Background: an optimization exercise with open tools, aiming at small area. Do not read the settings as production practice. Only simulation tests tie the RTL to the original design; equivalence was not proved.

## RISC_16
module RISC_16(
	output	[15:0]		t_alu_in1,
	output	[15:0]		t_alu_in2,
	output	[15:0]		t_alu_out,
	input 				clk,
	input 				rst,
	input 				enable,
	input 	[15:0] 	instruction,
	output 	[4:0] 	tick_out,
	output 	[15:0] 	display
);
Size in the first run: about 1200 cells after synthesis, roughly 180 flip-flops, about 88 I/O pins, ~12000 um^2 of cells after synthesis.
Settings: LEC_CHECK=0, ABC_AREA=1, CAP_MARGIN=10, CORE_MARGIN=2, CORE_UTILIZATION=70, CTS_BUF_LIST=sky130_fd_sc_hd__clkbuf_8, SLEW_MARGIN=10; clock period 70.0 ns.
standard.sh (not shown) runs the stock make flow with config.mk's settings and CLKGATE_MAP_FILE= SYNTH_SCRIPT=/design/flow/synth_recipe.tcl, a recipe that flattens the netlist after the stock synthesis.
==> flow/flow/run.sh <==
#!/bin/bash
# Own layout flow: the standard flow (standard.sh), except that synthesis
# maps the combinational logic with an area-only ABC script (flow/synth.tcl).
set -euo pipefail
W=$(pwd)
export MY_ABC_SCRIPT=$W/flow/area.abc
# port buffers: the smallest buffer (the default picks a larger delay cell)
export BUFFER_PORTS_ARGS="-buffer_cell sky130_fd_sc_hd__buf_1"
# clock tree: ORFS's default arguments, with clkbuf_8 and without the dummy
# loads that CTS adds to balance its clusters
export CTS_ARGS="-sink_clustering_enable -repair_clock_nets -buf_list sky130_fd_sc_hd__clkbuf_8 -dont_use_dummy_load"
sed "s#SYNTH_SCRIPT=[^ ]*#SYNTH_SCRIPT=$W/flow/synth.tcl#" standard.sh > $W/synth_area.sh
bash $W/synth_area.sh synth > $W/synth.log 2>&1
bash standard.sh > $W/layout.log 2>&1
==> flow/flow/area.abc <==
strash
&get -n
&fraig -x
&put
dc2
dch -f
amap
strash
dch -f
amap
topo
==> flow/flow/synth.tcl <==
# The standard flow's synthesis script (synth_recipe.tcl), with ABC's combinational mapping
# run with an area-only script (flow/area.abc) instead of ORFS's, which buffers
# and upsizes for delay. Registers are mapped before ABC, so they are the same.
proc synth {args} { yosys synth -nofsm -noshare {*}$args }
proc abc {args} {
  set i [lsearch -exact $args -script]
  if { $i >= 0 } { lset args [expr {$i + 1}] $::env(MY_ABC_SCRIPT) }
  yosys abc {*}$args
}
source $::env(SCRIPTS_DIR)/synth.tcl
# left out here: clear keep_hierarchy, flatten, clean up, hide names made inside functions, write 1_2_yosys.v
The baseline passed the timing, design-rule and antenna checks.
==> next run, changes <==
==> flow/flow/run.sh (replaced) <==
#!/bin/bash
# Own layout flow: the standard flow (standard.sh), except that synthesis
# maps the combinational logic with an area-only ABC script (flow/synth.tcl).
set -euo pipefail
W=$(pwd)
export MY_ABC_SCRIPT=$W/flow/area.abc
# port buffers: the smallest buffer (the default picks a larger delay cell)
export BUFFER_PORTS_ARGS="-buffer_cell sky130_fd_sc_hd__buf_1"
sed "s#SYNTH_SCRIPT=[^ ]*#SYNTH_SCRIPT=$W/flow/synth.tcl#" standard.sh > $W/synth_area.sh
bash $W/synth_area.sh synth > $W/synth.log 2>&1
bash standard.sh > $W/layout.log 2>&1
Settings changed: CAP_MARGIN 10 to 20, CORE_UTILIZATION 70 to 85, SLEW_MARGIN 10 to 20.
This time the run did not get past global routing.
Synthesized cell count stays the same.
Synthesized area does not change.
==> next run, changes <==
--- a/flow/flow/run.sh
+++ b/flow/flow/run.sh
@@ -7,4 +7,7 @@
 # port buffers: the smallest buffer (the default picks a larger delay cell)
 export BUFFER_PORTS_ARGS="-buffer_cell sky130_fd_sc_hd__buf_1"
+# clock tree: ORFS's default arguments, with clkbuf_8 and without the dummy
+# loads that CTS adds to balance its clusters
+export CTS_ARGS="-sink_clustering_enable -repair_clock_nets -buf_list {sky130_fd_sc_hd__clkbuf_4 sky130_fd_sc_hd__clkbuf_8} -root_buf sky130_fd_sc_hd__clkbuf_16 -dont_use_dummy_load"
 sed "s#SYNTH_SCRIPT=[^ ]*#SYNTH_SCRIPT=$W/flow/synth.tcl#" standard.sh > $W/synth_area.sh
 bash $W/synth_area.sh synth > $W/synth.log 2>&1
Settings changed: CORE_UTILIZATION 85 to 70.
After rerunning:
- With this change the flow went through all stages and came out clean
- synthesized area is unchanged
- synthesized cell count stays the same
==> next run, changes <==
--- a/flow/flow/run.sh
+++ b/flow/flow/run.sh
@@ -9,5 +9,5 @@
 # clock tree: ORFS's default arguments, with clkbuf_8 and without the dummy
 # loads that CTS adds to balance its clusters
-export CTS_ARGS="-sink_clustering_enable -repair_clock_nets -buf_list {sky130_fd_sc_hd__clkbuf_4 sky130_fd_sc_hd__clkbuf_8} -root_buf sky130_fd_sc_hd__clkbuf_16 -dont_use_dummy_load"
+export CTS_ARGS="-sink_clustering_enable -repair_clock_nets -buf_list sky130_fd_sc_hd__clkbuf_8 -dont_use_dummy_load"
 sed "s#SYNTH_SCRIPT=[^ ]*#SYNTH_SCRIPT=$W/flow/synth.tcl#" standard.sh > $W/synth_area.sh
 bash $W/synth_area.sh synth > $W/synth.log 2>&1
After rerunning: Worst setup slack got worse by 0.0097 ns. Fmax hardly moves.
==> next run, changes <==
==> flow/flow/run.sh (replaced) <==
#!/bin/bash
# Own layout flow: the standard flow (standard.sh), except that synthesis
# maps the combinational logic with an area-only ABC script (flow/synth.tcl).
set -euo pipefail
W=$(pwd)
export MY_ABC_SCRIPT=$W/flow/area.abc
# port buffers: the smallest buffer (the default picks a larger delay cell)
export BUFFER_PORTS_ARGS="-buffer_cell sky130_fd_sc_hd__buf_1"
sed "s#SYNTH_SCRIPT=[^ ]*#SYNTH_SCRIPT=$W/flow/synth.tcl#" standard.sh > $W/synth_area.sh
bash $W/synth_area.sh synth > $W/synth.log 2>&1
bash standard.sh > $W/layout.log 2>&1
Settings changed: CORE_UTILIZATION 70 to 80, PLACE_DENSITY set to 0.9.
After rerunning:
- The changed run went through all stages and came out clean
- worst hold slack gets better by 0.012 ns
- setup slack degrades by 4.1 ns
- area after synthesis stays the same
- non-clock buffer count rose by 1
- critical path depth shrinks by 2
- via count goes up by about 16%
- clock-buffer cell count stays the same

* * *

v26:
RISC_16 again, from the RTL that the note above started with.
## RISC_16
module RISC_16(
	output	[15:0]		t_alu_in1,
	output	[15:0]		t_alu_in2,
	output	[15:0]		t_alu_out,
	input 				clk,
	input 				rst,
	input 				enable,
	input 	[15:0] 	instruction,
	output 	[4:0] 	tick_out,
	output 	[15:0] 	display
);
clock: 70.0 ns
lec_check: 0
abc_area: 1
cap_margin: 5
core_margin: 2
core_utilization: 70
cts_buf_list: sky130_fd_sc_hd__clkbuf_8
slew_margin: 5
==> flow/flow/run.sh <==
#!/bin/bash
# Own layout flow: the standard flow (standard.sh), except that synthesis
# maps the combinational logic with an area-only ABC script (flow/synth.tcl).
set -euo pipefail
W=$(pwd)
export MY_ABC_SCRIPT=$W/flow/area.abc
# port buffers: the smallest buffer (the default picks a larger delay cell)
export BUFFER_PORTS_ARGS="-buffer_cell sky130_fd_sc_hd__buf_1"
# clock tree: ORFS's default arguments, with clkbuf_8 and without the dummy
# loads that CTS adds to balance its clusters
export CTS_ARGS="-sink_clustering_enable -repair_clock_nets -buf_list sky130_fd_sc_hd__clkbuf_8 -dont_use_dummy_load"
sed "s#SYNTH_SCRIPT=[^ ]*#SYNTH_SCRIPT=$W/flow/synth.tcl#" standard.sh > $W/synth_area.sh
bash $W/synth_area.sh synth > $W/synth.log 2>&1
bash standard.sh > $W/layout.log 2>&1
Scripts as last shown in full above: flow/flow/area.abc, flow/flow/synth.tcl
The inputs of v14 differ from those of v26 as listed below.
- CAP_MARGIN: 5 -> 20
- SLEW_MARGIN: 5 -> 20
--- a/flow/flow/run.sh
+++ b/flow/flow/run.sh
@@ -8,5 +8,2 @@
 export BUFFER_PORTS_ARGS="-buffer_cell sky130_fd_sc_hd__buf_1"
-# clock tree: ORFS's default arguments, with clkbuf_8 and without the dummy
-# loads that CTS adds to balance its clusters
-export CTS_ARGS="-sink_clustering_enable -repair_clock_nets -buf_list sky130_fd_sc_hd__clkbuf_8 -dont_use_dummy_load"
 sed "s#SYNTH_SCRIPT=[^ ]*#SYNTH_SCRIPT=$W/flow/synth.tcl#" standard.sh > $W/synth_area.sh
==> flow/flow/area.abc <==
strash
&get -n
&fraig -x
&put
dc2
dch -f
map -a
strash
dch -f
map -a
topo
==> notes.md <==
- The worst slack at placement of v14 was inferior to that of v26.
- v14 vs v26: routed wire length up in v14
- Compared with v26, v14 has less setup slack.
- The slowest stage cell on the critical path comes out fa_1 in one run and a21oi_1 in the other, namely in v26 and v14 respectively.
- Against v26, the final cell area of v14 is higher.
- The run showing the smaller critical path depth is v26.
Here is what was changed in the inputs of v17 compared with v14.
- GPL_TIMING_DRIVEN now 0, previously not set
==> flow/flow/area.abc <==
strash
&get -n
&fraig -x
&put
dc2
dch -f
amap
strash
dch -f
amap
topo
Findings:
[compare] base=v14 new=v17: logic depth of the worst path, buffers included now sits lower; hold slack now sits higher; worst setup slack after layout now sits lower. v17 vs v14 — via count of the first global-routing pass climbed slightly. v14 reports its first element of the critical path as instruction[15] while v17 reports instruction[14]. Reported for v14 and v17, H-tree level count turned out identical to the last digit. Die height sits lower in v17 than in v14. The first-pass GRT wire length of v17 and that of v14 are within noise of each other.
Edits applied to the flow inputs when going from v17 to v50:
- GPL_TIMING_DRIVEN removed (was 0)
--- a/flow/flow/run.sh
+++ b/flow/flow/run.sh
@@ -8,2 +8,9 @@
 export BUFFER_PORTS_ARGS="-buffer_cell sky130_fd_sc_hd__buf_1"
+# clock tree: ORFS's default arguments, with clkbuf_8 and without the dummy
+# loads that CTS adds to balance its clusters
+export CTS_ARGS="-sink_clustering_enable -repair_clock_nets -buf_list sky130_fd_sc_hd__clkbuf_8 -dont_use_dummy_load"
+# buffer sizes the repairs may use (flow/small_bufs.tcl)
+for step in GLOBAL_PLACE RESIZE REPAIR_TIMING_POST_PLACE CTS GLOBAL_ROUTE; do
+  export PRE_${step}_TCL=$W/flow/small_bufs.tcl
+done
 sed "s#SYNTH_SCRIPT=[^ ]*#SYNTH_SCRIPT=$W/flow/synth.tcl#" standard.sh > $W/synth_area.sh
==> flow/flow/small_bufs.tcl (new file) <==
# Sourced before the placement, resizing, clock tree and global routing steps:
# repairs use buffers of drive 1 and 2 only (or resize the driver instead).
set_dont_use {sky130_fd_sc_hd__buf_4 sky130_fd_sc_hd__buf_6 sky130_fd_sc_hd__buf_8 sky130_fd_sc_hd__buf_12 sky130_fd_sc_hd__buf_16}
Results
v50 vs v17: wire length down by a few percent. Setup slack on v50 is ahead of v17. Run comparison: v50 top layer reached by signal wires met5; v17 top layer reached by signal wires met4. v17 -> v50: number of nets in the layout flat.

[afterwards: timing with drivers on the ports]
How much do the figures lean on ideal ports? The routed layouts below were timed once more, with nothing changed but the port constraints. Step 1, drivers: a clkbuf_16 drives clk and a buf_2 each remaining input, both assumed. Step 2, shift: input delay + t, output delay - t, t = (earliest + latest rising clock arrival at the registers) / 2. This alone moves slack from input paths to output paths. a / b / c = ideal / step 1 / step 2; a / b = the first two.
run	t, ns	setup WS [ns]	worst slew at a driven data input, ns	cell pins on the clock port's net
the first run of note 1	0.502	14.980 / 14.958 / 14.958	0.04	1
the third run of note 1	0.427	15.086 / 15.063 / 15.063	0.04	1
the fourth run of note 1	0.502	15.076 / 15.054 / 15.054	0.04	1
the fifth run of note 1	0.544	10.964 / 10.934 / 10.934	0.04	1
v26	0.504	15.096 / 15.073 / 15.073	0.04	1
v14	0.516	13.600 / 13.575 / 13.575	0.04	1
v17	0.514	11.534 / 11.512 / 11.512	0.04	1
v50	0.506	13.669 / 13.644 / 13.644	0.04	1
After both steps setup and hold are still met in every run listed. The setup slack of the fifth run of note 1, which loses most, moves by -0.030 ns with the drivers and by -0.030 ns with both steps.
